This design comes from an exercise in tuning for small area on the open sky130 flow, not from production work. In this exercise RTL edits were held to simulation tests only and were not proved equivalent to the original.

==> 01-05: inputs <==
==> flow/design.v <==
module top (
	input clk12MHz,
	input rst,
	input SPI_MISO_IN,
	output SPI_CLK_OUT,
	output SPI_MOSI_OUT,
	output SPI_CS_OUT,
	output led1,
	output led2,
	output led3,
	output led4,
	output led5,
	output led6,
	output led7,
	output led8,
	output lcol1,
	output lcol2,
	output lcol3,
	output lcol4
	);
	reg [1:0] ph;         
	reg [11:0] tmr;       
	reg state;            
	reg [3:0] sc;         
	reg first_done;       
	reg miso_bit;         
	reg [7:0] din;        
	reg [3:0] p;
	always @(*) begin
		case ({ph, tmr[1:0]})
			4'b00_00: p = 4'd0;
			4'b01_01: p = 4'd1;
			4'b10_10: p = 4'd2;
			4'b00_11: p = 4'd3;
			4'b01_00: p = 4'd4;
			4'b10_01: p = 4'd5;
			4'b00_10: p = 4'd6;
			4'b01_11: p = 4'd7;
			4'b10_00: p = 4'd8;
			4'b00_01: p = 4'd9;
			4'b01_10: p = 4'd10;
			4'b10_11: p = 4'd11;
			default:  p = 4'bxxxx;
		endcase
	end
	wire c1 = (p == 4'd0);                          
	wire c2 = (p == 4'd1);                          
	wire c8 = (p == 4'd7);                          
	wire spi_hi = (p >= 4'd1) && (p <= 4'd6);       
	wire win_m = (p >= 4'd2) && (p <= 4'd6);        
	wire win_2 = (p >= 4'd2) && (p <= 4'd7);        
	wire was_load = state & ((sc == 4'd8) | ((sc == 4'd0) & ~first_done));
	wire rst_d = ~state & ~sc[3] & tmr[1];
	always @(posedge clk12MHz) begin
		if (rst) begin
			ph <= 2'd2;
			tmr <= 12'hfff;
		end else begin
			ph <= (ph == 2'd2) ? 2'd0 : ph + 2'd1;
			tmr <= tmr + 12'd1;
		end
	end
	always @(posedge clk12MHz) begin
		if (rst) begin
			state <= 1'b0;
			sc <= 4'd0;
			first_done <= 1'b0;
		end else if (c2) begin
			if (state) begin
				sc <= sc + 4'd1;
				if (sc == 4'd7) state <= 1'b0;
			end else
				state <= 1'b1;
			if (sc[3]) first_done <= 1'b1;
		end
	end
	always @(posedge clk12MHz)
		if (c1 && state) miso_bit <= SPI_MISO_IN;
	always @(posedge clk12MHz)
		if (c8 && !was_load) din <= {din[6:0], miso_bit};
	function [7:0] pat(input [2:0] j);
		pat = (16'hd9ff << j) >> 8;
	endfunction
	wire ff_c = ~state | (first_done & ~sc[3]);
	wire zero_c = ~first_done & (sc == 4'd0);
	function [7:0] view(input prev, input zero, input ff, input st, input [2:0] k);
		if (zero & (prev | ~st)) view = 8'h00;
		else if (ff) view = 8'hff;
		else view = pat(k - {2'b00, prev});
	endfunction
	wire [7:0] col1 = {state, 3'b111, ~sc};
	wire [7:0] col2 = view(win_2, zero_c, ff_c, state, sc[2:0]);
	wire [7:0] col3 = din;
	wire [7:0] mosi_v = view(win_m, zero_c, ff_c, state, sc[2:0]);
	reg [7:0] leds;
	reg [3:0] lcol;
	always @(*) begin
		if (rst_d) begin
			leds = 8'h00;
			lcol = 4'b0000;
		end else case (tmr[11:10])
			2'b00: begin leds = col1;  lcol = 4'b1110; end
			2'b01: begin leds = col2;  lcol = 4'b1101; end
			2'b10: begin leds = col3;  lcol = 4'b1011; end
			default: begin leds = 8'hff; lcol = 4'b0111; end
		endcase
	end
	assign { led8, led7, led6, led5, led4, led3, led2, led1 } = leds;
	assign { lcol4, lcol3, lcol2, lcol1 } = lcol;
	assign SPI_CS_OUT = c2 ? (state & (sc == 4'd7)) : ~state;
	assign SPI_CLK_OUT = state & ~spi_hi;
	assign SPI_MOSI_OUT = mosi_v[7];
endmodule
==> flow/flow/run.sh <==
#!/bin/bash
# Own layout flow: the standard synthesis, then its combinational logic
# re-mapped for area (flip-flops untouched; the smallest of a few ABC
# scripts is kept), then the standard layout steps with 1x port buffers and
# a small clock tree.
set -euo pipefail
W=$PWD
F=$W/flow
R=$W/orfs/results/$FLOW_PLATFORM/top/base
export LIB=$FLOW_HOME/platforms/$FLOW_PLATFORM/lib/sky130_fd_sc_hd__tt_025C_1v80.lib

bash standard.sh synth > $W/run_synth.log 2>&1
cp $R/1_2_yosys.v $W/1_2_yosys_standard.v

export NETLIST_IN=$W/1_2_yosys_standard.v
for s in abc1 abc2 abc3; do
  ( NETLIST_OUT=$W/reopt_$s.v ABC_SCRIPT=$F/$s.abc \
    yosys -c $F/reopt.ys > $W/run_reopt_$s.log 2>&1 || true ) &
done
wait
best=""; best_area=""
for s in abc1 abc2 abc3; do
  [[ -f $W/reopt_$s.v.stat ]] || continue
  a=$(awk '/Chip area/ {print $NF}' $W/reopt_$s.v.stat)
  echo "$s $a" >> $W/reopt_areas.txt
  if [[ -z "$best" ]] || awk -v a="$a" -v b="$best_area" 'BEGIN{exit !(a<b)}'; then
    best=$s; best_area=$a
  fi
done
echo "best $best $best_area" >> $W/reopt_areas.txt

cp $W/reopt_$best.v $R/1_2_yosys.v
rm -f $R/1_synth.odb $R/1_synth.sdc
bash standard.sh BUFFER_PORTS_ARGS="-buffer_cell sky130_fd_sc_hd__buf_1" \
  CTS_ARGS="-sink_clustering_enable -repair_clock_nets -buf_list sky130_fd_sc_hd__clkbuf_4 -root_buf sky130_fd_sc_hd__clkbuf_4 -sink_clustering_size 30 -dont_use_dummy_load" \
  finish > $W/run_finish.log 2>&1
==> flow/flow/abc1.abc <==
strash
balance; rewrite; refactor; balance; rewrite; rewrite -z; balance; refactor -z; rewrite -z; balance
balance; rewrite; refactor; balance; rewrite; rewrite -z; balance; refactor -z; rewrite -z; balance
dch -f
amap
topo
==> flow/flow/abc2.abc <==
strash
&get -n
&deepsyn -T 60
&put
dch -f
amap
topo
==> flow/flow/abc3.abc <==
strash
&get -n
&deepsyn -T 60 -S 7
&put
strash
dch -f
amap
strash
dch -f
amap
topo
==> flow/flow/reopt.ys <==
# Re-map the combinational logic of the standard synthesis for area. The
# flip-flops stay as they are (same instances, names and cells): their cells
# are black boxes here, so only the logic between them is re-mapped.
yosys read_liberty -ignore_miss_func $::env(LIB)
yosys read_verilog $::env(NETLIST_IN)
yosys hierarchy -top $::env(FLOW_TOP)
yosys blackbox =*__df* =*__edf* =*__sdf* =*__sedf* =*__dl*
yosys flatten
yosys rename -hide w:*.*
yosys opt_clean -purge
yosys abc -liberty $::env(LIB) -dont_use *probe* -dont_use *lpflow* -script $::env(ABC_SCRIPT)
yosys opt_clean -purge
yosys hilomap -singleton -hicell sky130_fd_sc_hd__conb_1 HI -locell sky130_fd_sc_hd__conb_1 LO
yosys tee -o $::env(NETLIST_OUT).stat stat -liberty $::env(LIB) $::env(FLOW_TOP)
yosys select $::env(FLOW_TOP)
yosys write_verilog -noattr -noexpr -nohex -nodec -selected $::env(NETLIST_OUT)
==> flow/standard.sh <==
#!/bin/bash
# synth_recipe.tcl (not shown) runs the flow's synth.tcl, then flattens the netlist and writes it again
# the make line also repeats each setting of config.mk as NAME=value (left out here)
make -C /OpenROAD-flow-scripts/flow DESIGN_CONFIG=/design/flow/config.mk WORK_HOME=/design/flow/orfs CLKGATE_MAP_FILE= SYNTH_SCRIPT=/design/flow/synth_recipe.tcl "${@:-finish}"
==> flow/config.mk <==
export PLATFORM = sky130hd
export DESIGN_NAME = top
export DESIGN_NICKNAME = top
export VERILOG_FILES = /design/flow/design.v
export SDC_FILE = /design/flow/constraint.sdc
export NUM_CORES = 4
export LEC_CHECK = 0
export CAP_MARGIN = 20
export CORE_MARGIN = 2
export CORE_UTILIZATION = 40
export SLEW_MARGIN = 20
==> flow/constraint.sdc <==
create_clock -name core_clock -period 10.0 [get_ports {clk12MHz}]
set_input_delay 2.0000 -clock core_clock [delete_from_list [all_inputs] [get_ports {clk12MHz}]]
set_output_delay 2.0000 -clock core_clock [all_outputs]
set_load 0.01 [all_outputs]
==> 05-13: changes against 01-05 <==
--- a/flow/design.v
+++ b/flow/design.v
@@ -25,4 +25,3 @@
 	reg first_done;       
-	reg miso_bit;         
-	reg [7:0] din;        
+	reg [8:0] sin;        
 	reg [3:0] p;
@@ -45,10 +44,6 @@
 	end
-	wire c1 = (p == 4'd0);                          
-	wire c2 = (p == 4'd1);                          
-	wire c8 = (p == 4'd7);                          
+	wire rise = (p == 4'd0);                        
 	wire spi_hi = (p >= 4'd1) && (p <= 4'd6);       
-	wire win_m = (p >= 4'd2) && (p <= 4'd6);        
-	wire win_2 = (p >= 4'd2) && (p <= 4'd7);        
-	wire was_load = state & ((sc == 4'd8) | ((sc == 4'd0) & ~first_done));
-	wire rst_d = ~state & ~sc[3] & tmr[1];
+	wire win = (p >= 4'd1) && (p <= 4'd7);          
+	wire rst_d = ~state & ~sc[3] & tmr[0];
 	always @(posedge clk12MHz) begin
@@ -67,3 +62,3 @@
 			first_done <= 1'b0;
-		end else if (c2) begin
+		end else if (rise) begin
 			if (state) begin
@@ -77,19 +72,18 @@
 	always @(posedge clk12MHz)
-		if (c1 && state) miso_bit <= SPI_MISO_IN;
-	always @(posedge clk12MHz)
-		if (c8 && !was_load) din <= {din[6:0], miso_bit};
-	function [7:0] pat(input [2:0] j);
-		pat = (16'hd9ff << j) >> 8;
+		if (rise && state) sin <= {sin[7:0], SPI_MISO_IN};
+	function [7:0] pat(input [2:0] k);
+		pat = (16'hd9ff << k) >> 8;
 	endfunction
-	wire ff_c = ~state | (first_done & ~sc[3]);
-	wire zero_c = ~first_done & (sc == 4'd0);
-	function [7:0] view(input prev, input zero, input ff, input st, input [2:0] k);
-		if (zero & (prev | ~st)) view = 8'h00;
-		else if (ff) view = 8'hff;
-		else view = pat(k - {2'b00, prev});
-	endfunction
-	wire [7:0] col1 = {state, 3'b111, ~sc};
-	wire [7:0] col2 = view(win_2, zero_c, ff_c, state, sc[2:0]);
-	wire [7:0] col3 = din;
-	wire [7:0] mosi_v = view(win_m, zero_c, ff_c, state, sc[2:0]);
+	wire [7:0] so_cur = state ? ((first_done & ~sc[3]) ? 8'hff : pat(sc[2:0]))
+	                          : (sc[3] ? 8'hff : 8'h00);
+	wire was_load = state & ((sc == 4'd8) | ((sc == 4'd0) & ~first_done));
+	wire [3:0] sc_m1 = sc - 4'd1;
+	wire state_prev = ~was_load;
+	wire [3:0] sc_prev = was_load ? sc : sc_m1;
+	wire [7:0] so_prev = ~state ? 8'hff :
+	                     was_load ? (sc[3] ? 8'hff : 8'h00) :
+	                     ((first_done & ~sc_m1[3]) ? 8'hff : pat(sc_m1[2:0]));
+	wire [7:0] col1 = (p == 4'd1) ? {state_prev, 3'b111, ~sc_prev} : {state, 3'b111, ~sc};
+	wire [7:0] col2 = win ? so_prev : so_cur;
+	wire [7:0] col3 = (win & ~was_load) ? sin[8:1] : sin[7:0];
 	reg [7:0] leds;
@@ -109,5 +103,5 @@
 	assign { lcol4, lcol3, lcol2, lcol1 } = lcol;
-	assign SPI_CS_OUT = c2 ? (state & (sc == 4'd7)) : ~state;
+	assign SPI_CS_OUT = ~state;
 	assign SPI_CLK_OUT = state & ~spi_hi;
-	assign SPI_MOSI_OUT = mosi_v[7];
+	assign SPI_MOSI_OUT = spi_hi ? so_prev[7] : so_cur[7];
 endmodule
==> flow/run.sh (new file) <==
#!/bin/bash
# synth_recipe.tcl (not shown) runs the flow's synth.tcl, then flattens the netlist and writes it again
# the make line also repeats each setting of config.mk as NAME=value (left out here)
make -C /OpenROAD-flow-scripts/flow DESIGN_CONFIG=/design/flow/config.mk WORK_HOME=/design/flow/orfs CLKGATE_MAP_FILE= SYNTH_SCRIPT=/design/flow/synth_recipe.tcl finish
removed: flow/flow/run.sh
removed: flow/flow/abc1.abc
removed: flow/flow/abc2.abc
removed: flow/flow/abc3.abc
removed: flow/flow/reopt.ys
removed: flow/standard.sh
==> results.toml <==
[routing]
dr.pass1.iters = 5
wl_met1_um = 1340

[floorplan]
rows = 20

[setup_path]
rrSetupSlack_ns = 7.75

[outcome]
status = "timing/DRC/antenna clean"

[power]
power_mw = 0.240

[cells_and_area]
multi_input_area_um2 = 537
the above is filed under 01-05

==> results.toml <==
[clock_network]
cts_setup_buffers = 0

[routing]
wl_met1_um = 2530
dr.pass1.iters = 4

[setup_path]
path_max_fanout = 8
rrSetupSlack_ns = 7.54

[cells_and_area]
multi_input_area_um2 = 1350

[outcome]
status = "timing/DRC/antenna clean"

[power]
power_mw = 0.375

[floorplan]
rows = 26
the above is filed under 05-13

[static timing again, ports no longer ideal]
Ports are ideal in the flow. The routed layouts listed here were re-timed in OpenROAD. Step 1 sets driving cells, clkbuf_16 on the clock port and buf_2 on the other inputs (assumed; they add their load-dependent delay and slew). Step 2, shift: input delay + t, output delay - t, t = (earliest + latest rising clock arrival at the registers) / 2. This alone moves slack from input paths to output paths. a / b / c = no drivers / after step 1 / after step 2; a / b = the first two.
run	t, ns	setup WS [ns]	hold slack, ns
01-05	0.340	4.999 / 4.977 / 5.317	0.418 / 0.418 / 0.418
05-13	0.299	4.603 / 4.576 / 4.875	0.483 / 0.483 / 0.483
After both steps setup and hold are still met in every run listed.
